What follows belongs to an exercise in optimizing a design on an open flow for small area and a short achievable clock period; a production flow would make more cautious choices. The RTL was checked by simulation tests, not by an equivalence proof against the original design.

Setup of branch pepper:
==> flow/design.v <==
`timescale 1ns/1ps
module alu(
           clk,
           rst_n,
           src1,
           src2,
           ALU_control,
           result,
           zero,
           cout,
           overflow
           );
input           clk;
input           rst_n;
input  [32-1:0] src1;
input  [32-1:0] src2;
input   [4-1:0] ALU_control;
output [32-1:0] result;
output          zero;
output          cout;
output          overflow;
  wire is_and = (ALU_control == 4'b0000);
  wire is_or  = (ALU_control == 4'b0001);
  wire is_add = (ALU_control == 4'b0010);
  wire is_sub = (ALU_control == 4'b0110);
  wire is_slt = (ALU_control == 4'b0111);
  wire is_nor = (ALU_control == 4'b1100);
  wire arith  = is_add | is_sub;
  wire        inv = ALU_control[2];
  wire [31:0] b   = src2 ^ {32{inv}};
  wire [31:0] x   = src1 ^ src2;
  wire [31:0] p   = x ^ {32{inv}};
  wire [31:0] g   = src1 & b;
  wire [31:0] g0 = {g[31:1], g[0] | (p[0] & inv)};
  wire [31:0] p0 = p;
  wire G0_1 = g0[1] | (p0[1] & g0[0]);
  wire G0_3 = g0[3] | (p0[3] & g0[2]);
  wire P0_3 = p0[3] & p0[2];
  wire G0_5 = g0[5] | (p0[5] & g0[4]);
  wire P0_5 = p0[5] & p0[4];
  wire G0_7 = g0[7] | (p0[7] & g0[6]);
  wire P0_7 = p0[7] & p0[6];
  wire G0_9 = g0[9] | (p0[9] & g0[8]);
  wire P0_9 = p0[9] & p0[8];
  wire G0_11 = g0[11] | (p0[11] & g0[10]);
  wire P0_11 = p0[11] & p0[10];
  wire G0_13 = g0[13] | (p0[13] & g0[12]);
  wire P0_13 = p0[13] & p0[12];
  wire G0_15 = g0[15] | (p0[15] & g0[14]);
  wire P0_15 = p0[15] & p0[14];
  wire G0_17 = g0[17] | (p0[17] & g0[16]);
  wire P0_17 = p0[17] & p0[16];
  wire G0_19 = g0[19] | (p0[19] & g0[18]);
  wire P0_19 = p0[19] & p0[18];
  wire G0_21 = g0[21] | (p0[21] & g0[20]);
  wire P0_21 = p0[21] & p0[20];
  wire G0_23 = g0[23] | (p0[23] & g0[22]);
  wire P0_23 = p0[23] & p0[22];
  wire G0_25 = g0[25] | (p0[25] & g0[24]);
  wire P0_25 = p0[25] & p0[24];
  wire G0_27 = g0[27] | (p0[27] & g0[26]);
  wire P0_27 = p0[27] & p0[26];
  wire G0_29 = g0[29] | (p0[29] & g0[28]);
  wire P0_29 = p0[29] & p0[28];
  wire G0_31 = g0[31] | (p0[31] & g0[30]);
  wire P0_31 = p0[31] & p0[30];
  wire G1_2 = g0[2] | (p0[2] & G0_1);
  wire G1_3 = G0_3 | (P0_3 & G0_1);
  wire G1_6 = g0[6] | (p0[6] & G0_5);
  wire P1_6 = p0[6] & P0_5;
  wire G1_7 = G0_7 | (P0_7 & G0_5);
  wire P1_7 = P0_7 & P0_5;
  wire G1_10 = g0[10] | (p0[10] & G0_9);
  wire P1_10 = p0[10] & P0_9;
  wire G1_11 = G0_11 | (P0_11 & G0_9);
  wire P1_11 = P0_11 & P0_9;
  wire G1_14 = g0[14] | (p0[14] & G0_13);
  wire P1_14 = p0[14] & P0_13;
  wire G1_15 = G0_15 | (P0_15 & G0_13);
  wire P1_15 = P0_15 & P0_13;
  wire G1_18 = g0[18] | (p0[18] & G0_17);
  wire P1_18 = p0[18] & P0_17;
  wire G1_19 = G0_19 | (P0_19 & G0_17);
  wire P1_19 = P0_19 & P0_17;
  wire G1_22 = g0[22] | (p0[22] & G0_21);
  wire P1_22 = p0[22] & P0_21;
  wire G1_23 = G0_23 | (P0_23 & G0_21);
  wire P1_23 = P0_23 & P0_21;
  wire G1_26 = g0[26] | (p0[26] & G0_25);
  wire P1_26 = p0[26] & P0_25;
  wire G1_27 = G0_27 | (P0_27 & G0_25);
  wire P1_27 = P0_27 & P0_25;
  wire G1_30 = g0[30] | (p0[30] & G0_29);
  wire P1_30 = p0[30] & P0_29;
  wire G1_31 = G0_31 | (P0_31 & G0_29);
  wire P1_31 = P0_31 & P0_29;
  wire G2_4 = g0[4] | (p0[4] & G1_3);
  wire G2_5 = G0_5 | (P0_5 & G1_3);
  wire G2_6 = G1_6 | (P1_6 & G1_3);
  wire G2_7 = G1_7 | (P1_7 & G1_3);
  wire G2_12 = g0[12] | (p0[12] & G1_11);
  wire P2_12 = p0[12] & P1_11;
  wire G2_13 = G0_13 | (P0_13 & G1_11);
  wire P2_13 = P0_13 & P1_11;
  wire G2_14 = G1_14 | (P1_14 & G1_11);
  wire P2_14 = P1_14 & P1_11;
  wire G2_15 = G1_15 | (P1_15 & G1_11);
  wire P2_15 = P1_15 & P1_11;
  wire G2_20 = g0[20] | (p0[20] & G1_19);
  wire P2_20 = p0[20] & P1_19;
  wire G2_21 = G0_21 | (P0_21 & G1_19);
  wire P2_21 = P0_21 & P1_19;
  wire G2_22 = G1_22 | (P1_22 & G1_19);
  wire P2_22 = P1_22 & P1_19;
  wire G2_23 = G1_23 | (P1_23 & G1_19);
  wire P2_23 = P1_23 & P1_19;
  wire G2_28 = g0[28] | (p0[28] & G1_27);
  wire P2_28 = p0[28] & P1_27;
  wire G2_29 = G0_29 | (P0_29 & G1_27);
  wire P2_29 = P0_29 & P1_27;
  wire G2_30 = G1_30 | (P1_30 & G1_27);
  wire P2_30 = P1_30 & P1_27;
  wire G2_31 = G1_31 | (P1_31 & G1_27);
  wire P2_31 = P1_31 & P1_27;
  wire G3_8 = g0[8] | (p0[8] & G2_7);
  wire G3_9 = G0_9 | (P0_9 & G2_7);
  wire G3_10 = G1_10 | (P1_10 & G2_7);
  wire G3_11 = G1_11 | (P1_11 & G2_7);
  wire G3_12 = G2_12 | (P2_12 & G2_7);
  wire G3_13 = G2_13 | (P2_13 & G2_7);
  wire G3_14 = G2_14 | (P2_14 & G2_7);
  wire G3_15 = G2_15 | (P2_15 & G2_7);
  wire G3_24 = g0[24] | (p0[24] & G2_23);
  wire P3_24 = p0[24] & P2_23;
  wire G3_25 = G0_25 | (P0_25 & G2_23);
  wire P3_25 = P0_25 & P2_23;
  wire G3_26 = G1_26 | (P1_26 & G2_23);
  wire P3_26 = P1_26 & P2_23;
  wire G3_27 = G1_27 | (P1_27 & G2_23);
  wire P3_27 = P1_27 & P2_23;
  wire G3_28 = G2_28 | (P2_28 & G2_23);
  wire P3_28 = P2_28 & P2_23;
  wire G3_29 = G2_29 | (P2_29 & G2_23);
  wire P3_29 = P2_29 & P2_23;
  wire G3_30 = G2_30 | (P2_30 & G2_23);
  wire P3_30 = P2_30 & P2_23;
  wire G3_31 = G2_31 | (P2_31 & G2_23);
  wire P3_31 = P2_31 & P2_23;
  wire G4_16 = g0[16] | (p0[16] & G3_15);
  wire G4_17 = G0_17 | (P0_17 & G3_15);
  wire G4_18 = G1_18 | (P1_18 & G3_15);
  wire G4_19 = G1_19 | (P1_19 & G3_15);
  wire G4_20 = G2_20 | (P2_20 & G3_15);
  wire G4_21 = G2_21 | (P2_21 & G3_15);
  wire G4_22 = G2_22 | (P2_22 & G3_15);
  wire G4_23 = G2_23 | (P2_23 & G3_15);
  wire G4_24 = G3_24 | (P3_24 & G3_15);
  wire G4_25 = G3_25 | (P3_25 & G3_15);
  wire G4_26 = G3_26 | (P3_26 & G3_15);
  wire G4_27 = G3_27 | (P3_27 & G3_15);
  wire G4_28 = G3_28 | (P3_28 & G3_15);
  wire G4_29 = G3_29 | (P3_29 & G3_15);
  wire G4_30 = G3_30 | (P3_30 & G3_15);
  wire G4_31 = G3_31 | (P3_31 & G3_15);
  wire [32:0] c;
  assign c[0] = inv;
  assign c[1] = g0[0];
  assign c[2] = G0_1;
  assign c[3] = G1_2;
  assign c[4] = G1_3;
  assign c[5] = G2_4;
  assign c[6] = G2_5;
  assign c[7] = G2_6;
  assign c[8] = G2_7;
  assign c[9] = G3_8;
  assign c[10] = G3_9;
  assign c[11] = G3_10;
  assign c[12] = G3_11;
  assign c[13] = G3_12;
  assign c[14] = G3_13;
  assign c[15] = G3_14;
  assign c[16] = G3_15;
  assign c[17] = G4_16;
  assign c[18] = G4_17;
  assign c[19] = G4_18;
  assign c[20] = G4_19;
  assign c[21] = G4_20;
  assign c[22] = G4_21;
  assign c[23] = G4_22;
  assign c[24] = G4_23;
  assign c[25] = G4_24;
  assign c[26] = G4_25;
  assign c[27] = G4_26;
  assign c[28] = G4_27;
  assign c[29] = G4_28;
  assign c[30] = G4_29;
  assign c[31] = G4_30;
  assign c[32] = G4_31;
  wire [31:0] sum = p ^ c[31:0];
  wire        ovf = c[31] ^ c[32];
  wire        lt  = sum[31] ^ ovf;
  wire [31:0] orv = src1 | src2;
  wire [31:0] res = ({32{is_and}} & (src1 & src2))
                  | ({32{is_or}}  & orv)
                  | ({32{is_nor}} & ~orv)
                  | ({32{arith}}  & sum)
                  | {31'b0, is_slt & lt};
  reg  [31:0] r_result;
  reg         r_cout;
  reg         r_ovf;
  always @(posedge clk or negedge rst_n) begin
    if (!rst_n) begin
      r_result <= 32'b0;
      r_cout   <= 1'b0;
      r_ovf    <= 1'b0;
    end else begin
      r_result <= res;
      r_cout   <= arith & c[32];
      r_ovf    <= arith & ovf;
    end
  end
  assign result   = r_result;
  assign zero     = ~(|r_result);
  assign cout     = r_cout;
  assign overflow = r_ovf;
endmodule
clock: 11.0 ns
lec_check: 0
cap_margin: 20
core_margin: 2
core_utilization: 60
slew_margin: 20
standard.sh (not shown) runs the stock make flow with config.mk's settings and CLKGATE_MAP_FILE= SYNTH_SCRIPT=/design/flow/synth_recipe.tcl, a recipe that flattens the netlist after the stock synthesis.
==> flow/flow/run.sh <==
#!/bin/bash
# Layout flow: the standard layout, with two changes.
# 1. Synthesis is the standard synthesis (synth_recipe.tcl, so -nofsm -noshare,
#    flatten and the same renames) except that Yosys does not extract full and
#    half adder cells, and ABC maps the logic with flow/abc.script instead of
#    the ORFS speed script. The registers are the standard synthesis's.
# 2. The port buffers are the small plain buffer instead of the default
#    delay-buffer cell, and the resizer's setup repair aims for a slack margin.
# Each tool's output goes to a log of its own in the work folder.
set -euo pipefail
here=$(pwd)
{ head -n 1 synth_recipe.tcl
  cat <<'EOT'
# ABC with this flow's own script
proc abc {args} {
  set i [lsearch -exact $args -script]
  if {$i >= 0} { lset args [expr {$i + 1}] $::env(OWN_ABC_SCRIPT) }
  yosys abc {*}$args
}
EOT
  tail -n +2 synth_recipe.tcl
} > own_synth.tcl
sed -e "s#SYNTH_SCRIPT=[^ ]*#SYNTH_SCRIPT=$here/own_synth.tcl ADDER_MAP_FILE=#" standard.sh > own_synth.sh
export OWN_ABC_SCRIPT=$here/flow/abc.script
bash own_synth.sh synth > synth.log 2>&1
export BUFFER_PORTS_ARGS="-buffer_cell sky130_fd_sc_hd__buf_1"
export SETUP_SLACK_MARGIN=6.25
bash standard.sh > layout.log 2>&1
==> flow/flow/abc.script <==
strash
&get -n
&st
&dch -f
&nf -R 1000
&dch -f
&nf -R 1000
&put
topo
buffer -c
upsize -c
dnsize -c
stime -c
diff inputs: branch pepper => branch delta
--- a/flow/design.v
+++ b/flow/design.v
@@ -27,10 +27,9 @@
   wire is_nor = (ALU_control == 4'b1100);
   wire arith  = is_add | is_sub;
   wire        inv = ALU_control[2];
   wire [31:0] b   = src2 ^ {32{inv}};
-  wire [31:0] x   = src1 ^ src2;
-  wire [31:0] p   = x ^ {32{inv}};
+  wire [31:0] p   = src1 ^ b;
   wire [31:0] g   = src1 & b;
   wire [31:0] g0 = {g[31:1], g[0] | (p[0] & inv)};
   wire [31:0] p0 = p;
   wire G0_1 = g0[1] | (p0[1] & g0[0]);
--- outcome ---
branch delta: all stages complete, timing, DRC and antenna checks passed
branch delta vs. branch pepper: post-place setup slack went down by 0.033 ns.
Clock slew seen by the registers of the worst setup and hold paths: branch delta vs branch pepper, no meaningful difference
Taking branch pepper as the reference point, the half-perimeter wire length of the detailed placement result of branch delta falls by 94 um.
The cell area after technology mapping number comes out higher for branch pepper vs branch delta.
Between branch delta and branch pepper, it is branch delta whose number of non-clock inverters is higher, by 1.
Lower net count after synthesis was reported by branch delta, not branch pepper.

re-timing with driven ports:
The flow's constraints put no driver on any port. The routed layouts listed below were extracted and timed again, unchanged, in two steps.
Step 1: set_driving_cell puts a clkbuf_16 on clk and a buf_2 on each other input, an assumption about the parent block.
Step 2 adds t to the input delays and takes it off the output delays; t is the mean of the earliest and latest rising clock arrival at the registers after step 1. Input paths then give back, and output paths get back, about the clock's delay inside the block.
Slacks: ideal ports / drivers / drivers and shift; pairs: ideal ports / drivers.
| run | t (ns) | setup WS [ns] | latest minus earliest clock arrival (ns) | worst slew at a driven data input, ns | pins driven straight from the clock port |
|---|---|---|---|---|---|
| branch pepper | 0.312 | 6.463 / 6.467 / 6.155 | 0.013 / 0.013 | 0.04 | 1 |
| branch delta | 0.316 | 6.402 / 6.409 / 6.093 | 0.008 / 0.008 | 0.04 | 1 |
After both steps setup and hold are still met in every run listed. The setup slack of branch delta, which loses most, moves by +0.007 ns with the drivers and by -0.309 ns with both steps.
